What follows belongs to an exercise in optimizing a design on an open flow for small area and a short achievable clock period; a production flow would make more cautious choices. The RTL was checked by simulation tests, not by an equivalence proof against the original design. Power and IR drop assume default switching activity.

==> flow/design.v <==
module alu(
  input [31:0] rfa,
  input [31:0] rfb,
  input [31:0] ex_res,
  input [31:0] me_res,
  input [31:0] mem,
  input fa_ex, fa_me,
  input fb_ex, fb_me, fb_ld,
  input a_imm,
  input [31:0] a_oth,
  input b_imm,
  input [31:0] b_oth,
  input a_mem,
  input b_mem,
  input sub,         
  input sflip,       
  input op_sum,      
  input op_and,
  input op_or,
  input op_xor,
  input op_lt,
  input t_jump,
  input t_eq,
  input t_s0,
  input t_lt,
  input t_ge,
  output reg [31:0] result,
  output [31:0] vb,  
  output taken
);
  wire [31:0] va_r = fa_ex ? ex_res : fa_me ? me_res : rfa;
  wire [31:0] vb_r = fb_ex ? ex_res : fb_me ? me_res : rfb;
  assign vb = fb_ld ? mem : vb_r;
  wire [31:0] a_rest = a_imm ? a_oth : va_r;
  wire [31:0] b_rest = b_imm ? b_oth : vb_r;
  wire [31:0] a_val = a_mem ? mem : a_rest;
  wire [31:0] b_val = b_mem ? mem : b_rest;
  wire [31:0] bx = {32{sub}} ^ {sflip, 31'd0};
  wire [31:0] a_op = a_val ^ {sflip, 31'd0};
  wire [31:0] b_op = b_mem ? (mem ^ bx) : (b_rest ^ bx);
  wire [33:0] add = {1'b0, a_op, 1'b1} + {1'b0, b_op, sub};
  wire [31:0] sum = add[32:1];
  wire lt = ~add[33];
  wire [31:0] p = a_op ^ b_op;
  wire eq = &p;
  wire s0 = (p == {p[30:0] | (a_op[30:0] & b_op[30:0]), 1'b0});
  wire [31:0] lg = ({32{op_and}} & (a_val & b_val)) |
                   ({32{op_or}} & (a_val | b_val)) |
                   ({32{op_xor}} & (a_val ^ b_val));
  always @(*) begin
    if (op_sum) result = sum;
    else result = {lg[31:1], lg[0] | (op_lt & lt)};
  end
  assign taken = t_jump | (t_eq & eq) | (t_s0 & s0) | (t_lt & lt) |
                 (t_ge & ~lt);
endmodule
module pipeline(
  clk,
  resetn,
  o_instr_req_addr,
  o_instr_req_en,
  i_instr_res_data,
  o_mem_req_addr,
  o_mem_req_wr_data,
  o_mem_req_wr_en,
  o_mem_req_count,
  i_mem_res_rd_data,
  i_mem_res_code
);
  input clk;
  input resetn;
  output [31:0] o_instr_req_addr;
  output o_instr_req_en;
  input [31:0] i_instr_res_data;
  output [31:0] o_mem_req_addr;
  output [31:0] o_mem_req_wr_data;
  output o_mem_req_wr_en;
  output [1:0] o_mem_req_count;
  input [31:0] i_mem_res_rd_data;
  input [2:0] i_mem_res_code;
  wire rst = ~resetn;
  assign o_instr_req_en = resetn;
  reg [31:0] f_pc;          
  reg [31:0] pcd;           
  reg [31:0] id_instr;
  reg [22:0] id_dec;        
  reg [31:0] id_pc;
  reg [31:0] hold_instr;    
  reg id_v;                 
  reg id_replay;            
  reg stall;                
  reg [31:0] id_rfa;        
  reg [31:0] id_rfb;        
  reg fa_ex, fa_me;         
  reg fb_ex, fb_me, fb_ld;  
  reg a_mem, b_mem;         
  reg [31:0] ex_res;        
  reg [31:0] ex_t;          
  reg ex_br;                
  reg ex_wr_alu, ex_wr_pc4, ex_wr_mem;
  reg [4:0] ex_rd;
  reg [1:0] ex_cnt;
  reg ex_we;
  reg [31:0] me_res;
  reg me_wr;
  reg me_ld;
  reg [4:0] me_rd;
  wire [31:0] o_pc = ex_br ? ex_t : f_pc;
  assign o_instr_req_addr = o_pc;
  assign o_mem_req_addr = ex_res;
  assign o_mem_req_wr_data = ex_t;
  assign o_mem_req_wr_en = ex_we;
  assign o_mem_req_count = ex_cnt;
  wire [31:0] me_data = me_ld ? i_mem_res_rd_data : me_res;
  wire [32*32-1:0] rf_flat;
  assign rf_flat[31:0] = 32'd0;
  genvar g;
  generate
    for (g = 1; g < 32; g = g + 1) begin : rf
      reg [31:0] q;
      always @(posedge clk) begin
        if (rst | (me_wr && me_rd == g)) q <= rst ? 32'd0 : me_data;
      end
      assign rf_flat[g*32 +: 32] = q;
    end
  endgenerate
  wire [6:0] opc = id_instr[6:0];
  wire [2:0] f3 = id_instr[14:12];
  wire [6:0] f7 = id_instr[31:25];
  wire [4:0] rs1 = id_instr[19:15];
  wire [4:0] rs2 = id_instr[24:20];
  wire [4:0] rd = id_instr[11:7];
  wire is_r, is_i, is_ld, is_st, is_br, is_lui, is_auipc, is_jal, is_jalr;
  wire sub, sflip, op_sum, op_and, op_or, op_xor, op_lt, a_imm, b_imm;
  wire t_jump, t_eq, t_s0, t_lt, t_ge;
  assign {is_r, is_i, is_ld, is_st, is_br, is_lui, is_auipc, is_jal, is_jalr,
          sub, sflip, op_sum, op_and, op_or, op_xor, op_lt, a_imm, b_imm,
          t_jump, t_eq, t_s0, t_lt, t_ge} = id_dec;
  wire flush = rst | ex_br;
  wire ok = id_v & ~stall & ~flush;
  wire [31:0] nx_instr = id_replay ? hold_instr : i_instr_res_data;
  wire [6:0] nx_opc = nx_instr[6:0];
  function [22:0] decode;
    input [31:0] w;
    reg [6:0] o;
    reg [2:0] f;
    reg r, im, ld, st, br, lui, aui, jal, jalr, lo, lts, ltu, rsub;
    begin
      o = w[6:0];
      f = w[14:12];
      r = o == 7'b0110011;
      im = o == 7'b0010011;
      ld = o == 7'b0000011;
      st = o == 7'b0100011;
      br = o == 7'b1100011;
      lui = o == 7'b0110111;
      aui = o == 7'b0010111;
      jal = o == 7'b1101111;
      jalr = o == 7'b1100111;
      rsub = r & (w[31:25] == 7'b0100000) & (f == 3'd0);
      lo = (r & (w[31:25] == 7'd0)) | im;   
      lts = lo & (f == 3'd2);
      ltu = im & (f == 3'd3);
      decode = {r, im, ld, st, br, lui, aui, jal, jalr,
                rsub | lts | ltu | (br & (f[2:1] != 2'b01)),
                lts | (br & f[2] & (f != 3'd7)),
                ~((lo & ((f == 3'd7) | (f == 3'd6) | (f == 3'd4))) | lts | ltu),
                lo & (f == 3'd7),
                lo & (f == 3'd6),
                lo & (f == 3'd4),
                lts | ltu,
                lui | aui | jal | jalr,
                lui | aui | jal | jalr | im | ld | st,
                jal | jalr,
                br & (f[2:1] == 2'b00),
                br & (f[2:1] == 2'b01),
                br & ((f == 3'd4) | (f == 3'd6) | (f == 3'd7)),
                br & (f == 3'd5)};
    end
  endfunction
  wire [22:0] nx_dec = decode(nx_instr);
  wire [22:0] nd = stall ? id_dec : nx_dec;
  wire nd_a_imm = nd[6];
  wire nd_b_imm = nd[5];
  wire [4:0] nx_rs1 = nx_instr[19:15];
  wire [4:0] nx_rs2 = nx_instr[24:20];
  wire nx_in = ~stall & ~id_replay;
  wire [4:0] pa = nx_in ? i_instr_res_data[19:15] : stall ? rs1 : hold_instr[19:15];
  wire [4:0] pb = nx_in ? i_instr_res_data[24:20] : stall ? rs2 : hold_instr[24:20];
  reg [31:0] rf_a, rf_b;
  integer i;
  always @(*) begin
    rf_a = 32'd0;
    rf_b = 32'd0;
    for (i = 1; i < 32; i = i + 1) begin
      rf_a = rf_a | ({32{pa == i}} & rf_flat[i*32 +: 32]);
      rf_b = rf_b | ({32{pb == i}} & rf_flat[i*32 +: 32]);
    end
  end
  wire pa_me = (pa != 5'd0) & (pa == me_rd) & me_wr;
  wire pb_me = (pb != 5'd0) & (pb == me_rd) & me_wr;
  wire nx_reads_a = ~((nx_opc == 7'b0110111) | (nx_opc == 7'b0010111) |
                      (nx_opc == 7'b1101111) | (nx_opc == 7'b1100111));
  wire nx_reads_b = nx_reads_a & (nx_opc != 7'b0010011) &
                    (nx_opc != 7'b0000011);
  wire nx_haz = (nx_reads_a & (nx_rs1 != 5'd0) & (nx_rs1 == rd)) |
                (nx_reads_b & (nx_rs2 != 5'd0) & (nx_rs2 == rd));
  wire nx_wr_alu = ok & (is_r | is_i | is_lui | is_auipc);
  wire nx_me_wr = ~rst & (ex_wr_alu | ex_wr_pc4 | ex_wr_mem);
  wire na_ex = (pa != 5'd0) & (pa == rd) & nx_wr_alu;
  wire na_me = (pa != 5'd0) & (pa == ex_rd) & nx_me_wr;
  wire nb_ex = (pb != 5'd0) & (pb == rd) & nx_wr_alu;
  wire nb_me = (pb != 5'd0) & (pb == ex_rd) & nx_me_wr;
  wire [31:0] imm_i = {{20{id_instr[31]}}, id_instr[31:20]};
  wire [31:0] imm_s = {{20{id_instr[31]}}, id_instr[31:25], id_instr[11:7]};
  wire [31:0] imm_b = {{20{id_instr[7]}}, id_instr[7], id_instr[30:25],
                       id_instr[11:8], 1'b0};
  wire [31:0] imm_u = {id_instr[31:12], 12'd0};
  wire [31:0] imm_j = {id_instr[31], id_instr[19:12], id_instr[20],
                       id_instr[30:21], 12'd0};
  wire [31:0] target = id_pc + (is_br ? imm_b : is_jal ? imm_j : imm_i);
  wire [31:0] a_oth = (is_auipc | is_jalr) ? id_pc : 32'd0;
  wire [31:0] b_oth = (is_i | is_ld) ? imm_i :
                      is_st ? imm_s :
                      (is_lui | is_auipc) ? imm_u : 32'd4;
  wire [31:0] result;
  wire [31:0] vb;
  wire taken;
  alu u_alu(
    .rfa(id_rfa), .rfb(id_rfb), .ex_res(ex_res), .me_res(me_res),
    .mem(i_mem_res_rd_data),
    .fa_ex(fa_ex), .fa_me(fa_me),
    .fb_ex(fb_ex), .fb_me(fb_me), .fb_ld(fb_ld),
    .a_mem(a_mem), .b_mem(b_mem),
    .a_imm(a_imm), .a_oth(a_oth), .b_imm(b_imm), .b_oth(b_oth),
    .sub(sub), .sflip(sflip),
    .op_sum(op_sum),
    .op_and(op_and), .op_or(op_or), .op_xor(op_xor), .op_lt(op_lt),
    .t_jump(t_jump), .t_eq(t_eq), .t_s0(t_s0), .t_lt(t_lt), .t_ge(t_ge),
    .result(result), .vb(vb), .taken(taken)
  );
  reg [1:0] cnt;
  always @(*) begin
    cnt = 2'd0;
    if (is_ld) begin
      case (f3)
        3'd0, 3'd4: cnt = 2'd1;
        3'd1, 3'd5: cnt = 2'd2;
        3'd2: cnt = 2'd3;
        default: cnt = 2'd0;
      endcase
    end else if (is_st) begin
      case (f3)
        3'd0: cnt = 2'd1;
        3'd1: cnt = 2'd2;
        3'd2: cnt = 2'd3;
        default: cnt = 2'd0;
      endcase
    end
  end
  always @(posedge clk) begin
    f_pc <= rst ? 32'd0 : stall ? f_pc : o_pc + 32'd4;
    pcd <= o_pc;
    id_v <= ~flush;
    id_replay <= ~flush & stall;
    stall <= ok & is_ld & nx_haz;
    fa_ex <= na_ex;
    fa_me <= na_me;
    a_mem <= ~nd_a_imm & ~na_ex & na_me & ex_wr_mem;
    b_mem <= ~nd_b_imm & ~nb_ex & nb_me & ex_wr_mem;
    fb_ex <= nb_ex;
    fb_me <= nb_me;
    fb_ld <= ~nb_ex & nb_me & ex_wr_mem;
    hold_instr <= i_instr_res_data;
    id_rfa <= pa_me ? me_data : rf_a;
    id_rfb <= pb_me ? me_data : rf_b;
    if (~stall) begin
      id_instr <= nx_instr;
      id_dec <= nx_dec;
      id_pc <= id_replay ? pcd - 32'd4 : pcd;
    end
    ex_res <= result;
    ex_t <= is_st ? vb : target;
    ex_br <= ok & taken;
    ex_rd <= rd;
    ex_we <= is_st;
    ex_wr_alu <= nx_wr_alu;
    ex_wr_pc4 <= ok & is_jalr;
    ex_wr_mem <= ok & is_ld;
    ex_cnt <= ok ? cnt : 2'd0;
    me_res <= ex_res;
    me_wr <= nx_me_wr;
    me_ld <= ex_wr_mem;
    me_rd <= ex_rd;
  end
endmodule
Settings: LEC_CHECK=0, CAP_MARGIN=20, CORE_MARGIN=2, CORE_UTILIZATION=40, SLEW_MARGIN=20; clock period 10.5 ns.
standard.sh (not shown) runs the stock make flow with config.mk's settings and CLKGATE_MAP_FILE= SYNTH_SCRIPT=/design/flow/synth_recipe.tcl, a recipe that flattens the netlist after the stock synthesis.
==> flow/flow/run.sh <==
#!/bin/bash
# Layout flow: the standard flow (standard.sh) with changes to how it
# optimises, not to what it builds or measures:
#  * ADDER_MAP_FILE is cleared, so synthesis skips the full/half adder
#    extraction and ABC maps the adders' logic together with the rest;
#  * port buffers are plain buffers (buf_2) rather than delay cells.
# Each make step writes its own log under orfs/logs/; the make output itself
# goes to standard.log here.
set -euo pipefail
export BUFFER_PORTS_ARGS="-buffer_cell sky130_fd_sc_hd__buf_2"
bash standard.sh ADDER_MAP_FILE= SETUP_SLACK_MARGIN=6 TNS_END_PERCENT=10 \
  "BUFFER_PORTS_ARGS=$BUFFER_PORTS_ARGS" finish > standard.log 2>&1
The first run completed without violations.
==> next run, changes <==
--- a/flow/design.v
+++ b/flow/design.v
@@ -83,12 +83,14 @@
   reg [31:0] f_pc;          
   reg [31:0] pcd;           
   reg [31:0] id_instr;
-  reg [22:0] id_dec;        
+  reg [27:0] id_dec;        
   reg [31:0] id_pc;
   reg [31:0] hold_instr;    
   reg id_v;                 
   reg id_replay;            
   reg stall;                
+  reg nx_in;                
+  reg [4:0] alt_a, alt_b;   
   reg [31:0] id_rfa;        
   reg [31:0] id_rfb;        
   reg fa_ex, fa_me;         
@@ -133,14 +135,17 @@
   wire is_r, is_i, is_ld, is_st, is_br, is_lui, is_auipc, is_jal, is_jalr;
   wire sub, sflip, op_sum, op_and, op_or, op_xor, op_lt, a_imm, b_imm;
   wire t_jump, t_eq, t_s0, t_lt, t_ge;
+  wire s_apc, s_bi, s_bs, s_bu, s_b4;
   assign {is_r, is_i, is_ld, is_st, is_br, is_lui, is_auipc, is_jal, is_jalr,
           sub, sflip, op_sum, op_and, op_or, op_xor, op_lt, a_imm, b_imm,
-          t_jump, t_eq, t_s0, t_lt, t_ge} = id_dec;
+          t_jump, t_eq, t_s0, t_lt, t_ge,
+          s_apc, s_bi, s_bs, s_bu, s_b4} = id_dec;
   wire flush = rst | ex_br;
   wire ok = id_v & ~stall & ~flush;
+  wire stall_nx;
   wire [31:0] nx_instr = id_replay ? hold_instr : i_instr_res_data;
   wire [6:0] nx_opc = nx_instr[6:0];
-  function [22:0] decode;
+  function [27:0] decode;
     input [31:0] w;
     reg [6:0] o;
     reg [2:0] f;
@@ -175,18 +180,22 @@
                 br & (f[2:1] == 2'b00),
                 br & (f[2:1] == 2'b01),
                 br & ((f == 3'd4) | (f == 3'd6) | (f == 3'd7)),
-                br & (f == 3'd5)};
+                br & (f == 3'd5),
+                aui | jalr,          
+                im | ld,             
+                st,                  
+                lui | aui,           
+                jalr};               
     end
   endfunction
-  wire [22:0] nx_dec = decode(nx_instr);
-  wire [22:0] nd = stall ? id_dec : nx_dec;
-  wire nd_a_imm = nd[6];
-  wire nd_b_imm = nd[5];
+  wire [27:0] nx_dec = decode(nx_instr);
+  wire [27:0] nd = stall ? id_dec : nx_dec;
+  wire nd_a_imm = nd[11];
+  wire nd_b_imm = nd[10];
   wire [4:0] nx_rs1 = nx_instr[19:15];
   wire [4:0] nx_rs2 = nx_instr[24:20];
-  wire nx_in = ~stall & ~id_replay;
-  wire [4:0] pa = nx_in ? i_instr_res_data[19:15] : stall ? rs1 : hold_instr[19:15];
-  wire [4:0] pb = nx_in ? i_instr_res_data[24:20] : stall ? rs2 : hold_instr[24:20];
+  wire [4:0] pa = nx_in ? i_instr_res_data[19:15] : alt_a;
+  wire [4:0] pb = nx_in ? i_instr_res_data[24:20] : alt_b;
   reg [31:0] rf_a, rf_b;
   integer i;
   always @(*) begin
@@ -205,6 +214,7 @@
                     (nx_opc != 7'b0000011);
   wire nx_haz = (nx_reads_a & (nx_rs1 != 5'd0) & (nx_rs1 == rd)) |
                 (nx_reads_b & (nx_rs2 != 5'd0) & (nx_rs2 == rd));
+  assign stall_nx = ok & is_ld & nx_haz;
   wire nx_wr_alu = ok & (is_r | is_i | is_lui | is_auipc);
   wire nx_me_wr = ~rst & (ex_wr_alu | ex_wr_pc4 | ex_wr_mem);
   wire na_ex = (pa != 5'd0) & (pa == rd) & nx_wr_alu;
@@ -219,10 +229,9 @@
   wire [31:0] imm_j = {id_instr[31], id_instr[19:12], id_instr[20],
                        id_instr[30:21], 12'd0};
   wire [31:0] target = id_pc + (is_br ? imm_b : is_jal ? imm_j : imm_i);
-  wire [31:0] a_oth = (is_auipc | is_jalr) ? id_pc : 32'd0;
-  wire [31:0] b_oth = (is_i | is_ld) ? imm_i :
-                      is_st ? imm_s :
-                      (is_lui | is_auipc) ? imm_u : 32'd4;
+  wire [31:0] a_oth = {32{s_apc}} & id_pc;
+  wire [31:0] b_oth = ({32{s_bi}} & imm_i) | ({32{s_bs}} & imm_s) |
+                      ({32{s_bu}} & imm_u) | {29'd0, s_b4, 2'd0};
   wire [31:0] result;
   wire [31:0] vb;
   wire taken;
@@ -263,7 +272,10 @@
     pcd <= o_pc;
     id_v <= ~flush;
     id_replay <= ~flush & stall;
-    stall <= ok & is_ld & nx_haz;
+    stall <= stall_nx;
+    nx_in <= ~stall_nx & ~(~flush & stall);
+    alt_a <= stall_nx ? pa : i_instr_res_data[19:15];
+    alt_b <= stall_nx ? pb : i_instr_res_data[24:20];
     fa_ex <= na_ex;
     fa_me <= na_me;
     a_mem <= ~nd_a_imm & ~na_ex & na_me & ex_wr_mem;
Result: The changed run completed without violations; clock skew came out lower by 0.0047 ns; via count shrinks by a few percent; maximum frequency goes up slightly; worst setup slack improves by 0.055 ns; design area drops slightly; worst hold slack gains 0.015 ns; total power goes down by a few percent; non-clock buffer count is lower by 27; final cell count drops slightly; combinational power is lower by about a fifth.

-- port drivers added, routing unchanged --
Ports are ideal in the flow. The routed layouts listed here were re-timed in OpenROAD.
Step 1, drivers: a clkbuf_16 drives clk and a buf_2 each remaining input, both assumed.
Step 2 also shifts input and output timing later by t, the mid clock arrival at the registers, as if the neighbouring blocks saw the same clock.
Three values: no drivers, after step 1, after step 2; two values: the first two.
| run | t, ns | slack for setup (ns) | clock arrival spread, ns | worst register clock-pin slew, ns | cell pins on the clock port's net |
|---|---|---|---|---|---|
| the first run | 0.895 | 5.768 / 5.739 / 4.940 | 0.051 / 0.051 | 0.07 / 0.07 | 1 |
| the second run | 0.881 | 5.823 / 5.773 / 4.957 | 0.049 / 0.049 | 0.07 / 0.07 | 1 |
After both steps every run listed still meets setup and hold. For the second run, which loses most, drivers alone change the setup slack by -0.050 ns; drivers and shift together by -0.866 ns.
